Source: an optimization exercise on an open RTL-to-GDS flow (aim: small area and a short achievable clock period). Production flows keep margins and buffers that such runs may drop. At most, simulation tests tie the RTL to the original design; equivalence was not proved. No activity file was given, so power comes from the tool's default toggle rates.

== job 101 ==
==> flow/design.v <==
module lru_predec #(
  parameter W = 5
)(
  input  logic [W-1:0] sel_idx,
  output logic [3:0]   lo,       
  output logic [7:0]   hi        
);
  for (genvar i = 0; i < 4; i++) begin : g_lo
    assign lo[i] = (sel_idx[1:0] == i);
  end
  for (genvar i = 0; i < 8; i++) begin : g_hi
    assign hi[i] = (sel_idx[4:2] == i);
  end
endmodule
module lru_selgate #(
  parameter N = 32
)(
  input  logic [3:0]   lo,
  input  logic [7:0]   hi,
  output logic [N-1:0] sel_n
);
  for (genvar i = 0; i < N; i++) begin : g_sel
    assign sel_n[i] = ~(lo[i%4] & hi[i/4]);
  end
endmodule
module lru_stn (
  input  logic       ls_valid_i,
  input  logic [1:0] ls_op_i,
  output logic       st_n
);
  assign st_n = ~(ls_valid_i & ls_op_i[1] & ~ls_op_i[0]);
endmodule
module lru_outgate #(
  parameter N = 32
)(
  input  logic         st_n,
  input  logic [N-1:0] sel_n,
  output logic [N-1:0] lru_way_o
);
  assign lru_way_o = ~(sel_n | {N{st_n}});
endmodule
module lru_free #(
  parameter N = 32,
  parameter W = 5
)(
  input  logic [N-1:0] valid,
  output logic         full,
  output logic [W-1:0] ff_idx
);
  logic [N:0]   all_below;    
  logic [N-1:0] first_free;
  always_comb begin
    for (int i = 0; i <= N; i++) begin
      all_below[i] = 1'b1;
      for (int j = 0; j < i; j++)
        all_below[i] = all_below[i] & valid[j];
    end
  end
  assign full = all_below[N];
  for (genvar i = 0; i < N; i++) begin : g_ff
    assign first_free[i] = ~valid[i] & all_below[i];
  end
  always_comb begin
    ff_idx = '0;
    for (int i = 0; i < N; i++)
      ff_idx = ff_idx | (i[W-1:0] & {W{first_free[i]}});
  end
endmodule
module lru_move #(
  parameter N = 32,
  parameter W = 5
)(
  input  logic [N*W-1:0] slots,
  input  logic [W-1:0]   use_idx,
  input  logic           act,
  output logic [N-1:0]   move
);
  logic [N-1:0] hit;
  for (genvar k = 0; k < N; k++) begin : g_hit
    assign hit[k] = (slots[k*W +: W] == use_idx);
  end
  always_comb begin
    for (int k = 0; k < N; k++) begin
      move[k] = act;
      for (int j = 0; j < k; j++)
        move[k] = move[k] & ~hit[j];
    end
  end
endmodule
module lru #(
  parameter NUM_WAYS = 32
)(
  input   logic                         clk,
  input   logic                         reset,
  input   logic                         ls_valid_i,
  input   logic [1:0]                   ls_op_i,
  input   logic [$clog2(NUM_WAYS)-1:0]  ls_way_i,
  output  logic                         lru_valid_o,
  output  logic [NUM_WAYS-1:0]          lru_way_o
);
  localparam W = $clog2(NUM_WAYS);
  logic st, inv, act;
  assign st  = ls_valid_i &  ls_op_i[1] & ~ls_op_i[0];
  assign inv = ls_valid_i &  ls_op_i[1] &  ls_op_i[0];
  assign act = ls_valid_i & (ls_op_i[1] ^ ls_op_i[0]);
  logic [NUM_WAYS-1:0]   valid_q;    
  logic [NUM_WAYS*W-1:0] slot_q;     
  logic [W-1:0]          ff_q;
  logic                  full_q;
  logic [W-1:0] sel_idx;
  assign sel_idx = full_q ? slot_q[(NUM_WAYS-1)*W +: W] : ff_q;
  logic [3:0]          sel_lo;
  logic [7:0]          sel_hi;
  logic [NUM_WAYS-1:0] sel_n;
  logic [3:0]          st_n;       
  lru_predec #(.W(W)) u_predec (.sel_idx(sel_idx), .lo(sel_lo), .hi(sel_hi));
  lru_selgate #(.N(NUM_WAYS)) u_selgate (.lo(sel_lo), .hi(sel_hi), .sel_n(sel_n));
  for (genvar c = 0; c < 4; c++) begin : g_st
    lru_stn u_stn (.ls_valid_i(ls_valid_i), .ls_op_i(ls_op_i), .st_n(st_n[c]));
    lru_outgate #(.N(NUM_WAYS/4)) u_outgate (
      .st_n(st_n[c]), .sel_n(sel_n[c*NUM_WAYS/4 +: NUM_WAYS/4]),
      .lru_way_o(lru_way_o[c*NUM_WAYS/4 +: NUM_WAYS/4])
    );
  end
  assign lru_valid_o = st;
  logic [W-1:0]        use_idx;
  logic [NUM_WAYS-1:0] move;
  assign use_idx = ls_op_i[0] ? ls_way_i : sel_idx;
  lru_move #(.N(NUM_WAYS), .W(W)) u_move (
    .slots(slot_q), .use_idx(use_idx), .act(act), .move(move)
  );
  always_ff @(posedge clk) begin
    if (move[0])
      slot_q[0 +: W] <= use_idx;
    for (int k = 1; k < NUM_WAYS; k++)
      if (move[k])
        slot_q[k*W +: W] <= slot_q[(k-1)*W +: W];
  end
  logic [NUM_WAYS-1:0] valid_d;
  logic                full_d;
  logic [W-1:0]        ff_d;
  for (genvar i = 0; i < NUM_WAYS; i++) begin : g_valid
    assign valid_d[i] = (inv & (ls_way_i == i)) ? 1'b0 : (valid_q[i] | lru_way_o[i]);
  end
  lru_free #(.N(NUM_WAYS), .W(W)) u_free (
    .valid(valid_d), .full(full_d), .ff_idx(ff_d)
  );
  always_ff @(posedge clk or posedge reset) begin
    if (reset) begin
      valid_q <= '0;
      ff_q    <= '0;
      full_q  <= 1'b0;
    end else begin
      valid_q <= valid_d;
      ff_q    <= ff_d;
      full_q  <= full_d;
    end
  end
endmodule
export LEC_CHECK = 0
export CAP_MARGIN = 20
export CORE_MARGIN = 2
export CORE_UTILIZATION = 30
export SETUP_SLACK_MARGIN = 3.9
export SLEW_MARGIN = 20
export SYNTH_HIERARCHICAL = 1
export SYNTH_MINIMUM_KEEP_SIZE = 0
create_clock -name core_clock -period 7.5 [get_ports {clk}]
standard.sh (not shown) runs the stock make flow with config.mk's settings and CLKGATE_MAP_FILE= SYNTH_SCRIPT=/design/flow/synth_recipe.tcl, a recipe that flattens the netlist after the stock synthesis.
==> flow/flow/run.sh <==
#!/bin/bash
# Standard layout (standard.sh), with slow many-input cells (or4, nor4, or3,
# nor3, a2111, ...) kept out of synthesis and repair in addition to the
# platform's own don't-use list. dont_use.txt holds the platform's list
# followed by the added cells; extra_vars.txt holds further ORFS make
# variables. standard.sh's make output goes to standard.log.
set -euo pipefail
here=$(cd "$(dirname "$0")" && pwd)
cells=$(tr '\n' ' ' < "$here/dont_use.txt")
read -r -a extra < "$here/extra_vars.txt" || true
bash standard.sh "DONT_USE_CELLS=$cells" "${extra[@]}" finish > standard.log 2>&1
Other scripts of this flow, unchanged in this note and not shown: flow/flow/dont_use.txt, flow/flow/extra_vars.txt
Here is what was changed in the inputs of job 102 compared with job 101.
--- a/flow/design.v
+++ b/flow/design.v
@@ -109,22 +109,17 @@
   logic                  full_q;
   logic [W-1:0] sel_idx;
   assign sel_idx = full_q ? slot_q[(NUM_WAYS-1)*W +: W] : ff_q;
   logic [3:0]          sel_lo;
   logic [7:0]          sel_hi;
   logic [NUM_WAYS-1:0] sel_n;
-  logic [3:0]          st_n;       
+  logic                st_n;
   lru_predec #(.W(W)) u_predec (.sel_idx(sel_idx), .lo(sel_lo), .hi(sel_hi));
   lru_selgate #(.N(NUM_WAYS)) u_selgate (.lo(sel_lo), .hi(sel_hi), .sel_n(sel_n));
-  for (genvar c = 0; c < 4; c++) begin : g_st
-    lru_stn u_stn (.ls_valid_i(ls_valid_i), .ls_op_i(ls_op_i), .st_n(st_n[c]));
-    lru_outgate #(.N(NUM_WAYS/4)) u_outgate (
-      .st_n(st_n[c]), .sel_n(sel_n[c*NUM_WAYS/4 +: NUM_WAYS/4]),
-      .lru_way_o(lru_way_o[c*NUM_WAYS/4 +: NUM_WAYS/4])
-    );
-  end
+  lru_stn u_stn (.ls_valid_i(ls_valid_i), .ls_op_i(ls_op_i), .st_n(st_n));
+  lru_outgate #(.N(NUM_WAYS)) u_outgate (.st_n(st_n), .sel_n(sel_n), .lru_way_o(lru_way_o));
   assign lru_valid_o = st;
   logic [W-1:0]        use_idx;
   logic [NUM_WAYS-1:0] move;
   assign use_idx = ls_op_i[0] ? ls_way_i : sel_idx;
   lru_move #(.N(NUM_WAYS), .W(W)) u_move (
     .slots(slot_q), .use_idx(use_idx), .act(act), .move(move)
## What came out
Number of nets in the synthesized netlist: job 102 vs job 101 down 4. Diff job 101 -> job 102 | multi-input gate count | down slightly. Going from job 101 to job 102, the wire length of the first global-routing pass was found to have gone down by 3.6%. [job 102 vs job 101] non-clock buffer count: higher in job 102. Between job 102 and job 101, the difference in power in sequential cells is negligible. Per the comparison of job 102 with job 101, flip-flop and latch count held steady, met3 capacity usage during global routing fell 0.30 points. Comparing the two runs side by side, job 102 comes out ahead of job 101 on max-slew headroom at the worst pin. Job 102: all stages complete, timing, DRC and antenna checks passed. The instance count of the mapped netlist of job 102 is lower than that of job 101.
Only the layout flow was run in job 102; the RTL was not checked for function there.

[afterwards: timing with drivers on the ports]
Ports are ideal in the flow. The routed layouts listed here were re-timed in OpenROAD.
Step 1 (the two cells are an assumption about what drives the block):
set clk [get_ports {clk}]
set_driving_cell -lib_cell sky130_fd_sc_hd__clkbuf_16 $clk
set_driving_cell -lib_cell sky130_fd_sc_hd__buf_2 [delete_from_list [all_inputs] $clk]
Step 2, shift: input delay + t, output delay - t, t = (earliest + latest rising clock arrival at the registers) / 2. This alone moves slack from input paths to output paths.
Three values: no drivers, after step 1, after step 2; two values: the first two.
run	t, ns	setup slack, ns	worst setup path after step 2	clock arrival spread, ns	worst register clock-pin slew, ns
job 101	0.481	3.713 / 3.652 / 3.319	input to register	0.011 / 0.011	0.07 / 0.07
job 102	0.482	3.550 / 3.502 / 3.210	input to register	0.015 / 0.015	0.08 / 0.08
After both steps every run listed still meets setup and hold. The setup slack of job 101, which loses most, moves by -0.061 ns with the drivers and by -0.394 ns with both steps.
